Background: an optimization exercise with open tools, aiming at a short achievable clock period and few clock cycles. Do not read the settings as production practice.
Only the layout flow was run in this run; the RTL was not checked for function there.
Power is estimated from default activity; no workload was simulated.

--- config.mk ---
export PLATFORM = sky130hd
export DESIGN_NAME = cpu
export DESIGN_NICKNAME = cpu
export VERILOG_FILES = /design/flow/design.v
export SDC_FILE = /design/flow/constraint.sdc
export NUM_CORES = 4
export LEC_CHECK = 0
export ABC_CLOCK_PERIOD_IN_PS = 2500
export CAP_MARGIN = 30
export CORE_MARGIN = 2
export CORE_UTILIZATION = 40
export PLACE_DENSITY = 0.6
export SETUP_SLACK_MARGIN = 5.0
export SLEW_MARGIN = 30
--- constraint.sdc ---
create_clock -name core_clock -period 8.0 [get_ports {clk}]
set_input_delay 1.6000 -clock core_clock [delete_from_list [all_inputs] [get_ports {clk}]]
set_output_delay 1.6000 -clock core_clock [all_outputs]
set_load 0.01 [all_outputs]
--- design.v ---
module cpu(clk, rst, imem_addr, imem_rdata, dmem_addr, dmem_wdata, dmem_we, dmem_rdata);
input clk, rst;
input [31:0] imem_rdata, dmem_rdata;
output [31:0] imem_addr, dmem_addr, dmem_wdata;
output dmem_we;
reg  [9:0]  pcF;
reg  [31:0] instD;
reg  [9:0]  pcp1D;
reg         ptD;
reg  [31:0] aE, bE, sE;
reg         selAM, selAW, selBM, selBW, selSM, selSW, lateE;
reg         oAdd, oAnd, oOr, oSlt, oSll, subE;
reg         wrE, ldE, stE, brE, beqE, ptE;
reg  [4:0]  dstE;
reg  [9:0]  altE;
reg  [31:0] aluM, sdM;
reg         wrM, ldM, stM, lateM;
reg  [4:0]  dstM;
reg  [31:0] resW;
reg         wrW;
reg  [4:0]  dstW;
reg  [31:0] rf [1:31];
wire [31:0] instF = imem_rdata;
wire [5:0]  opF   = instF[31:26];
wire        brF   = (opF[5:1] == 5'b00010);
wire        ptF   = brF & (opF[0] | instF[15]);
wire [9:0]  pcp1F = pcF + 10'd1;
wire [9:0]  tgtF  = pcp1F + instF[9:0];
wire [5:0] opD = instD[31:26];
wire [5:0] fnD = instD[5:0];
wire [4:0] rsD = instD[25:21];
wire [4:0] rtD = instD[20:16];
wire [4:0] rdD = instD[15:11];
wire isR    = (opD == 6'h00);
wire isAddi = (opD == 6'h08);
wire isLw   = (opD == 6'h23);
wire isSw   = (opD == 6'h2b);
wire isBeq  = (opD == 6'h04);
wire isBne  = (opD == 6'h05);
wire isJ    = (opD == 6'h02);
wire [4:0] dstD = isR ? rdD : rtD;
wire wrD   = (isR | isAddi | isLw) & (dstD != 5'd0);
wire useRs = isR | isAddi | isLw | isSw | isBeq | isBne;
wire useRt = isR | isBeq | isBne;           
wire immD  = isAddi | isLw | isSw;
wire [31:0] simmD = {{16{instD[15]}}, instD[15:0]};
wire rsE_hit = wrE & (dstE == rsD);
wire rtE_hit = wrE & (dstE == rtD);
wire rsM_hit = wrM & (dstM == rsD);
wire rtM_hit = wrM & (dstM == rtD);
wire rsW_hit = wrW & (dstW == rsD);
wire rtW_hit = wrW & (dstW == rtD);
wire stall = ldE & ((useRs & rsE_hit) | (useRt & rtE_hit));
wire [31:0] rfA = (rsD == 5'd0) ? 32'd0 : rf[rsD];
wire [31:0] rfB = (rtD == 5'd0) ? 32'd0 : rf[rtD];
wire [31:0] rdA = rsW_hit ? resW : rfA;
wire [31:0] rdB = rtW_hit ? resW : rfB;
wire [9:0] tgtD = pcp1D + instD[9:0];
wire fR_add = isR & ((fnD == 6'h20) | (fnD == 6'h22));
wire fR_and = isR & (fnD == 6'h24);
wire fR_or  = isR & (fnD == 6'h25);
wire fR_slt = isR & ((fnD == 6'h2a) | (fnD == 6'h02));
wire fR_sll = isR & (fnD == 6'h00);
wire fR_sub = isR & ((fnD == 6'h22) | (fnD == 6'h2a) | (fnD == 6'h02));
wire [31:0] A  = selAM ? aluM : selAW ? resW : aE;
wire [31:0] B  = selBM ? aluM : selBW ? resW : bE;
wire [31:0] SD = selSM ? aluM : selSW ? resW : sE;
wire [31:0] Bx = subE ? ~B : B;
wire [32:0] sum = {1'b0, A} + {1'b0, Bx} + {32'd0, subE};
wire lt = ~sum[32];
wire [31:0] shl = A << B[10:6];
wire [31:0] resE = ({32{oAdd}} & sum[31:0]) | ({32{oAnd}} & (A & B)) |
                   ({32{oOr}} & (A | B)) | ({31'd0, oSlt & lt}) | ({32{oSll}} & shl);
wire eq = (A == B);
wire takenE = beqE ? eq : ~eq;
wire mispE = brE & (takenE ^ ptE);
assign imem_addr  = {20'd0, pcF, 2'b00};
assign dmem_addr  = aluM;
assign dmem_wdata = lateM ? resW : sdM;
assign dmem_we    = stM;
reg [9:0] pcN;
always @* begin
  if (mispE)      pcN = altE;
  else if (stall) pcN = pcF;
  else if (isJ)   pcN = instD[9:0];
  else if (ptF)   pcN = tgtF;
  else            pcN = pcp1F;
end
always @(posedge clk or negedge rst) begin
  if (!rst) begin
    pcF <= 10'd0;
    instD <= 32'd0;
    ptD <= 1'b0;
    wrE <= 1'b0; ldE <= 1'b0; stE <= 1'b0; brE <= 1'b0;
    wrM <= 1'b0; ldM <= 1'b0; stM <= 1'b0;
    wrW <= 1'b0;
  end else begin
    pcF <= pcN;
    if (mispE) begin
      instD <= 32'd0;
      ptD <= 1'b0;
    end else if (!stall) begin
      instD <= instF;
      ptD <= ptF & ~isJ;
    end
    if (mispE | stall) begin
      wrE <= 1'b0; ldE <= 1'b0; stE <= 1'b0; brE <= 1'b0;
    end else begin
      wrE <= wrD; ldE <= isLw; stE <= isSw; brE <= isBeq | isBne;
    end
    wrM <= wrE; ldM <= ldE; stM <= stE;
    wrW <= wrM;
  end
end
always @(posedge clk) begin
  if (!mispE && !stall) pcp1D <= pcp1F;
  aE <= rdA;
  bE <= immD ? simmD : rdB;
  sE <= rdB;
  selAM <= rsE_hit;
  selAW <= ~rsE_hit & rsM_hit;
  selBM <= ~immD & rtE_hit;
  selBW <= ~immD & ~rtE_hit & rtM_hit;
  selSM <= rtE_hit & ~ldE;
  selSW <= ~rtE_hit & rtM_hit;
  lateE <= rtE_hit & ldE;
  oAdd <= isAddi | isLw | isSw | fR_add;
  oAnd <= fR_and;
  oOr  <= fR_or;
  oSlt <= fR_slt;
  oSll <= fR_sll;
  subE <= fR_sub;
  dstE <= dstD;
  beqE <= isBeq;
  ptE  <= ptD;
  altE <= ptD ? pcp1D : tgtD;
  aluM <= resE;
  sdM <= SD;
  lateM <= lateE;
  dstM <= dstE;
  resW <= ldM ? dmem_rdata : aluM;
  dstW <= dstM;
end
integer i;
always @(posedge clk or negedge rst) begin
  if (!rst) begin
    for (i = 1; i < 32; i = i + 1) rf[i] <= 32'd0;
  end else if (wrW) begin
    rf[dstW] <= resW;
  end
end
endmodule
--- run.sh ---
#!/bin/bash
# synth_recipe.tcl (not shown) runs the flow's synth.tcl, then flattens the netlist and writes it again
# the make line also repeats each setting of config.mk as NAME=value (left out here)
make -C /OpenROAD-flow-scripts/flow DESIGN_CONFIG=/design/flow/config.mk WORK_HOME=/design/flow/orfs CLKGATE_MAP_FILE= SYNTH_SCRIPT=/design/flow/synth_recipe.tcl finish
==> reports/results.txt <==
First DRT Iteration DRCs - 11630
# fillers - 14300
Syn Std Cell Area - 0.06610 mm²
first-pass GRT wire length - 449.3 mm
Hold/Removal Path Class - reg -> reg
WL per Instance - 38.98 µm
Rel. slew slack - 22.98%
Max H-tree Level - 4
Tot GR Track Use - 37.61%
initial antenna violation count - 17
Async SR Flop Fraction - 81.10%
CTS Hold Bufs - 0
remaining antenna violation count after routing - 0
vias post-DR - 61060
Synth Area in XOR/XNOR - 1.639%
Ports - 163
clock latency (worst-skew pair) - 0.83 ns
CP required - 8.74 ns
Post-Synth Adder-Cell Area - 2.264%
Peak Freq - 247.6 MHz
Critical Path AT - 4.78 ns
residual DRC count - 0
RD Place Congestion - 0.9566
clock tree root buffer cell - clkbuf_16
grt ovf - 0
largest family of logic cells by synthesized area - multiplexers
RSZ-0062 raised after global routing - yes
pwr/cell area - 185.5 mW/mm²
crit share post-route - 50.49%
Die Area - 0.1685 mm²
Clock Pin Slew Worst Setup and Hold Paths - 0.07 ns
syn_area_per_cell - 11.11 µm²
CTS tree - yes
max cap viols - 0
site row count - 149
kind of critical path - reg -> reg
mux contribution to synthesized area - 21.11%
CTS max path bufs - 3
final net count - 6453
clk sink count - 1286
Simple-Gate Fraction of Synth Area - 6.821%
chip width - 410.5 µm
Seq/Total Area, Yosys - 46.99%
worst slew pin tran - 1.155 ns
skew final - 0.03058 ns
Final Hold Fails - 0
setup TNS - 0 ns
vias in the first global route - 57630
ys flop type - dfrtp_1
Final Util - 50.62%
I/O Buffers - 140
post-detail-place hpwl - 178.1 mm
Setup-failing EPs final - 0
DR vias/cell - 7.100
area fraction in compound gates after synthesis - 17.03%
CP endpoint kind - register
first-pass iteration count of the detailed router - 15
Area Overhead vs Synth - 26.07%
Hold Slack - 0.3180 ns
layout cell share with drive strength beyond 1 - 39.61%
Max Transition Viols Final - 0
Worst VDD drop - 178.9 µV
wirelength, routed - 335.2 mm
largest net degree at the start of global routing - 172
core box area - 0.1646 mm²
status - complete, no violations
Distinct cells, synth - 81
post-layout min period - 4.039 ns
number of enable flip-flop cells after synthesis - 10
P_leak - 37.82 nW
Die Y - 410.5 µm
CP Launch Type - register
Initial Util - 40.16%
synth warn - 2
Synth Register Bits - 1286
largest fanout on the critical path - 6
total CTS buffers - 140
Synth Instances - 5950
## layout by cell type (no fill, tap or decap), types with 129 or more instances in the layout
cell type | synthesis | final
mux2_2 | 1116 | 1060
dfrtp_1 | 1043 | 1025
a22oi_1 | 448 | 434
nand2_1 | 331 | 311
buf_4 | 23 | 295
a22o_1 | 196 | 196
a21oi_1 | 255 | 193
dfxtp_1 | 233 | 185
buf_6 | 4 | 176
nand4_1 | 170 | 170
clkbuf_16 | 0 | 160
a221oi_1 | 198 | 129
## where the power goes
part           total, mW  internal [mW]  switching [mW]
Sequential          6.77           6.64           0.133
Clock               6.94           3.99            2.95
Combinational       1.75          0.672            1.08
Total               15.5           11.3            4.16
## cells in the mapped netlist (6+ instances only)
cell | count | area (µm²)
mux2_2 | 1116 | 12570
dfrtp_1 | 1043 | 26100
clkbuf_1 | 453 | 1700
a22oi_1 | 448 | 3363
nand2_1 | 331 | 1242
a21oi_1 | 255 | 1276
dfxtp_1 | 233 | 4664
a221oi_1 | 198 | 1734
a22o_1 | 196 | 1717
nor2_1 | 186 | 698.2
nand4_1 | 170 | 1064
o21ai_0 | 155 | 775.7
mux2i_1 | 130 | 1301
ha_1 | 114 | 1426
inv_1 | 101 | 379.1
buf_1 | 99 | 371.6
nor3_1 | 79 | 395.4
xnor2_1 | 78 | 683.2
nand3_1 | 70 | 350.3
a222oi_1 | 67 | 670.6
a21o_1 | 51 | 382.9
xor2_1 | 38 | 332.8
nor4_1 | 31 | 193.9
o31ai_1 | 29 | 217.7
o21a_1 | 24 | 180.2
buf_4 | 23 | 172.7
a211oi_1 | 18 | 135.1
nand2b_1 | 16 | 100.1
and3_1 | 13 | 81.33
o221ai_1 | 13 | 113.9
nand3b_1 | 12 | 90.09
nor2b_1 | 12 | 75.07
o21bai_1 | 12 | 90.09
buf_2 | 10 | 50.05
edfxtp_1 | 10 | 300.3
and2_1 | 8 | 50.05
a221o_1 | 7 | 70.07
a2bb2oi_1 | 7 | 61.31
o211ai_1 | 7 | 52.55
or3_1 | 7 | 43.79
a211o_1 | 6 | 52.55
## metrics by stage
step	power (mW)	setup slack, ns	cells	cell area, µm²
2_1_floorplan	7.665	4.184	5971	66520
3_3_place_gp	8.307	3.194	7914	70440
3_5_place_dp	8.324	3.197	7920	70590
4_1_cts	15.26	4.069	8415	79740
5_1_grt	15.82	3.897	8580	83290
6_report	15.46	3.961	8599	83340
## final cells by class
type,count,area (µm²),area share [%]
multi-input cells,3994,35420,42.50
flip-flops and latches,1286,31270,37.52
repair buffers,743,8596,10.31
clock buffers,198,4056,4.868
well taps,2189,2739,3.287
clock inverters,64,792.0,0.9504
inverters,104,409.1,0.4910
diodes,20,50.05,0.06006
repair inverters,1,5.005,0.006006
## worst max-delay path, stage by stage (launching register included)
cell	delay, ns
dfxtp_4	0.36
buf_12	0.13
mux2_4	0.31
mux2i_4	0.21
mux2i_4	0.28
fa_2	0.27
nor2b_4	0.05
o31a_1	0.25
o21a_2	0.25
o2111ai_4	0.22
o311ai_4	0.16
a31oi_4	0.27
o211ai_4	0.15
o21ai_4	0.28
o31ai_4	0.12
buf_6	0.15
o311a_1	0.29
o211ai_1	0.19
## per-layer routing
layer	wire length, µm	GRT usage [%]	share of wire (%)
met5	594	0.9045	0.18
met4	29740	26.05	8.9
met3	51840	16.89	15
met2	130700	50.84	39
met1	122300	47.42	36
## state kept, by name (all words and copies together), names as in the netlist, 5 cells and up
name / count
dstM: 5
resW: 32
rf: 992
aluM: 32
altE: 10
dstW: 5
aE: 32
instD: 32
sdM: 32
sE: 32
pcF: 10
dstE: 5
pcp1D: 10
bE: 32
## path summary, 6_finish.rpt
path / from / to / slack, ns / cells past startpoint
worst max-delay path: selBW / aluM[0] / 3.96 / 17
worst min register to register: lateE / lateM / 0.32 / 0
max in group asynchronous: rst / rf[30][13] / 5.31 / 3
worst max register to register: selBW / aluM[0] / 3.96 / 17
min in group asynchronous: rst / rf[21][6] / 0.77 / 1
worst min-delay path: lateE / lateM / 0.32 / 0
## kinds of logic after synthesis
logic type	after synthesis
compound gates	1531
xor+xnor	119
fa+ha+maj	118
buf+inv	693
flops	1286
mux	1251
other cells	1
simple gates	951
## what timing repair did
| action | CTS | global route |
|---|---|---|
| endpoints found under the setup margin | 281 | 322 |
| cloned | 11 | 23 |
| buffers inserted | 222 | 139 |
| resized for setup | 793 | 481 |
| pin swaps | 111 | 175 |

afterwards: timing with drivers on the ports:
No port has a modelled driver above. Below, the same layout with a new extraction and two added sets of constraints. Step 1 (the two cells are an assumption about what drives the block):
set clk [get_ports {clk}]
set_driving_cell -lib_cell sky130_fd_sc_hd__clkbuf_16 $clk
set_driving_cell -lib_cell sky130_fd_sc_hd__buf_2 [delete_from_list [all_inputs] $clk]
Step 2 adds t to the input delays and takes it off the output delays; t is the mean of the earliest and latest rising clock arrival at the registers after step 1. Input paths then give back, and output paths get back, about the clock's delay inside the block. a / b / c = no drivers / after step 1 / after step 2; a / b = the first two.
t, ns: 0.900
slack for setup (ns): 3.961 / 3.961 / 3.754
latest minus earliest clock arrival (ns): 0.034 / 0.034
slew at the worst register clock pin (ns): 0.07 / 0.07
After both steps this run still meets setup and hold. The setup slack of this run moves by 0.000 ns with the drivers and by -0.207 ns with both steps.
